Source: an optimization exercise on an open RTL-to-GDS flow (aim: small area and a short achievable clock period). Production flows keep margins and buffers that such runs may drop. In this exercise RTL edits were held to simulation tests only and were not proved equivalent to the original. No activity file was given, so power comes from the tool's default toggle rates.

## build 26
// float_adder
module float_adder(
    input   clk,
    input   rst,
    input   [31:0]  x,
    input   [31:0]  y,
    output  [31:0]  z,
    output  [1:0]   overflow  
);
    reg [2:0] cnt;
    always @(posedge clk or negedge rst) begin
        if (!rst)
            cnt <= 3'd0;
        else if (cnt != 3'd7)
            cnt <= cnt + 3'd1;
    end
    wire [8:0] d = {1'b0, x[30:23]} - {1'b0, y[30:23]};
    wire x_gt = x[30:0] > y[30:0];       
    wire zx = (x[30:0] == 31'd0);
    wire zy = (y[30:0] == 31'd0);
    reg [31:0] xr, yr;
    reg [8:0]  i_d;
    reg        i_xb, i_hx, i_hy;
    always @(posedge clk) begin
        i_hx <= ~zx;             
        i_hy <= ~zy | zx;        
        xr   <= x;
        yr   <= y;
        i_d  <= d;
        i_xb <= x_gt;
    end
    wire [7:0] ex = xr[30:23], ey = yr[30:23];
    wire [22:0] mx = xr[22:0], my = yr[22:0];
    wire sx = xr[31], sy = yr[31];
    wire sub = sx ^ sy;
    wire neg = i_d[8];                   
    wire hx = i_hx, hy = i_hy;
    wire [23:0] s_sml = i_xb ? {hy, my} : (neg ? {1'b0, hx, mx[22:1]} : {hx, mx});
    wire [4:0]  sh    = i_d[4:0] ^ {5{neg}};
    wire        far   = neg ? (i_d[7:5] != 3'b111) : (i_d[7:5] != 3'b000);
    wire [23:0] s_al  = far ? 24'd0 : (s_sml >> sh);
    wire [22:0] m_big = i_xb ? mx : my;         
    wire [7:0]  e_big = i_xb ? ex : ey;
    wire ex1 = (ex == 8'd255), ey1 = (ey == 8'd255);
    wire nan  = (ex1 && (mx != 23'd0)) || (ey1 && (my != 23'd0));
    wire spec = ex1 || ey1;
    wire ones = nan || (ex1 && ey1 && sub);
    wire sgn = spec ? (sx | nan) : (i_xb ? sx : sy);
  ...
Size in the first run: ~1300 cells after synthesis, about 250 flip-flops, about 100 I/O pins, ~13000 sq um of cells after synthesis.
clock: 5.0 ns
lec_check: 0
cap_margin: 20
core_margin: 2
core_utilization: 65
setup_slack_margin: 2.5
slew_margin: 20
run.sh (not shown) runs the stock make flow with config.mk's settings and CLKGATE_MAP_FILE= SYNTH_SCRIPT=/design/flow/synth_recipe.tcl, a recipe that flattens the netlist after the stock synthesis.
### build 26 -> build 97
# build 26
export LEC_CHECK = 0
export CAP_MARGIN = 20
export CORE_MARGIN = 2
export CORE_UTILIZATION = 65
export SETUP_SLACK_MARGIN = 2.5
export SLEW_MARGIN = 20
create_clock -name core_clock -period 5.0 [get_ports {clk}]
# build 97
export LEC_CHECK = 0
export CAP_MARGIN = 20
export CORE_MARGIN = 2
export CORE_UTILIZATION = 50
export CTS_BUF_LIST = sky130_fd_sc_hd__clkbuf_8
export CTS_CLUSTER_SIZE = 40
export SETUP_SLACK_MARGIN = 2.5
export SLEW_MARGIN = 20
create_clock -name core_clock -period 5.0 [get_ports {clk}]
### Flow results
In build 97, share of cells above drive strength 1 is higher than in build 26. Per the comparison of build 97 with build 26, number of vias per cell moved down, proportion of cell area occupied by registers fell by 0.30 points, worst setup margin now larger, antenna diode count went up by 1, count of inserted tapcells higher. Non-clock buffer count (build 97 vs. build 26) decreases slightly. Build 97 does better than build 26 on global-route wire length before repair. A endpoint of the worst setup timing path of a_sml[0] is what build 26 shows, while i_xb belongs to build 97. Total wirelength of the detailed-routed design ended up about 1.4% lower on build 97 than on build 26. The final design instance area without fill of build 97 exceeds that of build 26 by 0.91%.
#### Input delta (build 23 over build 97)
# build 97
export LEC_CHECK = 0
export CAP_MARGIN = 20
export CORE_MARGIN = 2
export CORE_UTILIZATION = 50
export CTS_BUF_LIST = sky130_fd_sc_hd__clkbuf_8
export CTS_CLUSTER_SIZE = 40
export SETUP_SLACK_MARGIN = 2.5
export SLEW_MARGIN = 20
create_clock -name core_clock -period 5.0 [get_ports {clk}]
# build 23
export LEC_CHECK = 0
export ABC_AREA = 1
export CAP_MARGIN = 10
export CORE_MARGIN = 2
export CORE_UTILIZATION = 62
export SETUP_SLACK_MARGIN = 2.7
export SLEW_MARGIN = 10
create_clock -name core_clock -period 5.0 [get_ports {clk}]
==> flow/flow/run.sh (new file) <==
#!/bin/bash
# Standard layout (standard.sh), with port buffers made from a plain buffer
# cell and clock tree synthesis without dummy loads.
set -euo pipefail
export BUFFER_PORTS_ARGS="-buffer_cell sky130_fd_sc_hd__buf_1"
export CTS_ARGS="-sink_clustering_enable -repair_clock_nets -dont_use_dummy_load -buf_list sky130_fd_sc_hd__clkbuf_16 -sink_clustering_size 24 -sink_clustering_max_diameter 120"
bash standard.sh > standard.log 2>&1
==> flow/standard.sh (new file) <==
#!/bin/bash
# synth_recipe.tcl (not shown) runs the flow's synth.tcl, then flattens the netlist and writes it again
# the make line also repeats each setting of config.mk as NAME=value (left out here)
make -C /OpenROAD-flow-scripts/flow DESIGN_CONFIG=/design/flow/config.mk WORK_HOME=/design/flow/orfs CLKGATE_MAP_FILE= SYNTH_SCRIPT=/design/flow/synth_recipe.tcl "${@:-finish}"
removed: flow/run.sh
==> comparison <==
The kind of critical path comes out flip-flop to flip-flop in one run and input pin to flip-flop in the other, namely in build 23 and build 97 respectively.
The ratio of final minimum period to clock period number comes out lower for build 23 vs build 97.
Initial standard-cell utilization of the core: build 97 and build 23 compared, lower one is build 97
Of build 97 and build 23, build 97 shows the lower combinational share of power, with build 23 above it.
Between build 23 and build 97, it is build 23 whose synthesized cell count is higher, by 169.
Re critical path depth: build 97 was lower than build 23.
The switching component of the power number comes out lower for build 23 vs build 97.
Lower share of cell area taken by muxes after synthesis was reported by build 23, not build 97.

========
Starting RTL as in the previous note.
==> flow/config.mk <==
export PLATFORM = sky130hd
export DESIGN_NAME = float_adder
export DESIGN_NICKNAME = float_adder
export VERILOG_FILES = /design/flow/design.v
export SDC_FILE = /design/flow/constraint.sdc
export NUM_CORES = 4
export LEC_CHECK = 0
export CAP_MARGIN = 20
export CORE_MARGIN = 2
export CORE_UTILIZATION = 40
export SETUP_SLACK_MARGIN = 2.5
export SLEW_MARGIN = 20
==> flow/constraint.sdc <==
create_clock -name core_clock -period 5.0 [get_ports {clk}]
set_input_delay 1.0000 -clock core_clock [delete_from_list [all_inputs] [get_ports {clk}]]
set_output_delay 1.0000 -clock core_clock [all_outputs]
set_load 0.01 [all_outputs]
standard.sh (not shown) runs the stock make flow with config.mk's settings and CLKGATE_MAP_FILE= SYNTH_SCRIPT=/design/flow/synth_recipe.tcl, a recipe that flattens the netlist after the stock synthesis.
==> flow/flow/run.sh <==
#!/bin/bash
# Standard layout, with the port buffers made from a plain buffer cell.
set -euo pipefail
export BUFFER_PORTS_ARGS="-buffer_cell sky130_fd_sc_hd__buf_2"
bash standard.sh > standard.log 2>&1
The baseline completed with no timing, DRC or antenna violations.
==> next run, changes <==
==> flow/flow/run.sh (replaced) <==
#!/bin/bash
# Standard layout (standard.sh), with port buffers made from a plain buffer
# cell and clock tree synthesis without dummy loads.
set -euo pipefail
export BUFFER_PORTS_ARGS="-buffer_cell sky130_fd_sc_hd__buf_1"
export CTS_ARGS="-sink_clustering_enable -repair_clock_nets -dont_use_dummy_load -buf_list sky130_fd_sc_hd__clkbuf_16 -sink_clustering_size 24 -sink_clustering_max_diameter 120"
bash standard.sh > standard.log 2>&1
- ABC_AREA: default -> 1
- CAP_MARGIN: 20 -> 10
- CORE_UTILIZATION: 40 -> 70
- PLACE_DENSITY: default -> 0.8
- SETUP_SLACK_MARGIN: 2.5 -> 2.6
- SLEW_MARGIN: 20 -> 10
After rerunning: Wire length goes down by 9.0%; power goes down by 11%; sequential power goes down by about 1%; combinational power goes down by about 3%; synthesized area goes down by 9.4%; fmax goes up by 1.8%; setup slack gets better by 44 ps; final area goes down by 12%; global-route usage goes up by 13 points; count of clock-buffer cells in the layout goes down by 22; clock power goes down by 40%.
==> next run, changes <==
==> flow/run.sh (new file) <==
#!/bin/bash
# synth_recipe.tcl (not shown) runs the flow's synth.tcl, then flattens the netlist and writes it again
# the make line also repeats each setting of config.mk as NAME=value (left out here)
make -C /OpenROAD-flow-scripts/flow DESIGN_CONFIG=/design/flow/config.mk WORK_HOME=/design/flow/orfs CLKGATE_MAP_FILE= SYNTH_SCRIPT=/design/flow/synth_recipe.tcl finish
- CAP_MARGIN: 10 -> 20
- CORE_UTILIZATION: 70 -> 40
- PLACE_DENSITY: 0.8 -> default
- SETUP_SLACK_MARGIN: 2.6 -> 2.5
- SLEW_MARGIN: 10 -> 20
removed: flow/flow/run.sh
removed: flow/standard.sh
Effect: The changed run finished with timing, DRC and antenna clean. Critical path depth fell by 12. Global-route usage fell by 14 points. Worst setup slack degrades by 4.4 ps. Final area rose by 9.0%. Cell count rose by 11%. Wire length fell by 5.5%.
==> next run, changes <==
==> flow/flow/run.sh (new file) <==
#!/bin/bash
# Standard layout (standard.sh), with port buffers made from a plain buffer
# cell and clock tree synthesis without dummy loads.
set -euo pipefail
export BUFFER_PORTS_ARGS="-buffer_cell sky130_fd_sc_hd__buf_1"
export CTS_ARGS="-sink_clustering_enable -repair_clock_nets -dont_use_dummy_load -buf_list sky130_fd_sc_hd__clkbuf_16 -sink_clustering_size 24 -sink_clustering_max_diameter 120"
bash standard.sh > standard.log 2>&1
==> flow/standard.sh (new file) <==
#!/bin/bash
# synth_recipe.tcl (not shown) runs the flow's synth.tcl, then flattens the netlist and writes it again
# the make line also repeats each setting of config.mk as NAME=value (left out here)
make -C /OpenROAD-flow-scripts/flow DESIGN_CONFIG=/design/flow/config.mk WORK_HOME=/design/flow/orfs CLKGATE_MAP_FILE= SYNTH_SCRIPT=/design/flow/synth_recipe.tcl "${@:-finish}"
- CAP_MARGIN: 20 -> 10
- CORE_UTILIZATION: 40 -> 62
- SLEW_MARGIN: 20 -> 10
removed: flow/run.sh
Synthesized area is unchanged.
Die area came out lower by a quarter to a third.
Count of clock-buffer cells in the layout falls by 25.
Core utilization grows by 21 points.
Final cell count fell by roughly a tenth.
==> next run, changes <==
--- a/flow/flow/run.sh
+++ b/flow/flow/run.sh
@@ -6 +6 @@
-export CTS_ARGS="-sink_clustering_enable -repair_clock_nets -dont_use_dummy_load -buf_list sky130_fd_sc_hd__clkbuf_16 -sink_clustering_size 24 -sink_clustering_max_diameter 120"
+export CTS_ARGS="-sink_clustering_enable -repair_clock_nets -dont_use_dummy_load -buf_list sky130_fd_sc_hd__clkbuf_8 -sink_clustering_size 20 -sink_clustering_max_diameter 200"
- CORE_UTILIZATION: 62 -> 50
- SETUP_SLACK_MARGIN: 2.5 -> 2.6
Die area rose by a quarter to a third.
Cell area rose by a few percent.
Setup slack improves by 110 ps.

separate check: timing with driven ports:
No port has a modelled driver above. Below, the same layouts with a new extraction and two added sets of constraints. Step 1 sets driving cells, clkbuf_16 on the clock port and buf_2 on the other inputs (assumed; they add their load-dependent delay and slew). Step 2 adds t to the input delays and takes it off the output delays; t is the mean of the earliest and latest rising clock arrival at the registers after step 1. Input paths then give back, and output paths get back, about the clock's delay inside the block. Slacks: ideal ports / drivers / drivers and shift; pairs: ideal ports / drivers.
run | t (ns) | setup slack, ns | hold WS [ns] | slew at the worst register clock pin (ns) | cell pins on the clock port's net
build 26 | 0.548 | 2.482 / 2.482 / 2.010 | 0.328 / 0.328 / 0.328 | 0.07 / 0.07 | 1
build 97 | 0.589 | 2.488 / 2.508 / 1.918 | 0.328 / 0.328 / 0.328 | 0.08 / 0.08 | 1
build 23 | 0.508 | 2.726 / 2.726 / 2.238 | 0.309 / 0.290 / 0.335 | 0.09 / 0.09 | 1
the first run of note 2 | 0.572 | 2.559 / 2.559 / 2.100 | 0.267 / 0.245 / 0.328 | 0.07 / 0.07 | 1
the second run of note 2 | 0.498 | 2.603 / 2.603 / 2.235 | 0.329 / 0.306 / 0.336 | 0.10 / 0.10 | 1
the third run of note 2 | 0.571 | 2.598 / 2.550 / 2.055 | 0.329 / 0.329 / 0.329 | 0.06 / 0.06 | 1
the fourth run of note 2 | 0.502 | 2.573 / 2.593 / 2.091 | 0.326 / 0.305 / 0.335 | 0.10 / 0.10 | 1
the fifth run of note 2 | 0.524 | 2.687 / 2.687 / 2.231 | 0.281 / 0.260 / 0.337 | 0.12 / 0.12 | 1
After both steps setup and hold are still met in every run listed. The setup slack of build 97, which loses most, moves by +0.020 ns with the drivers and by -0.570 ns with both steps.
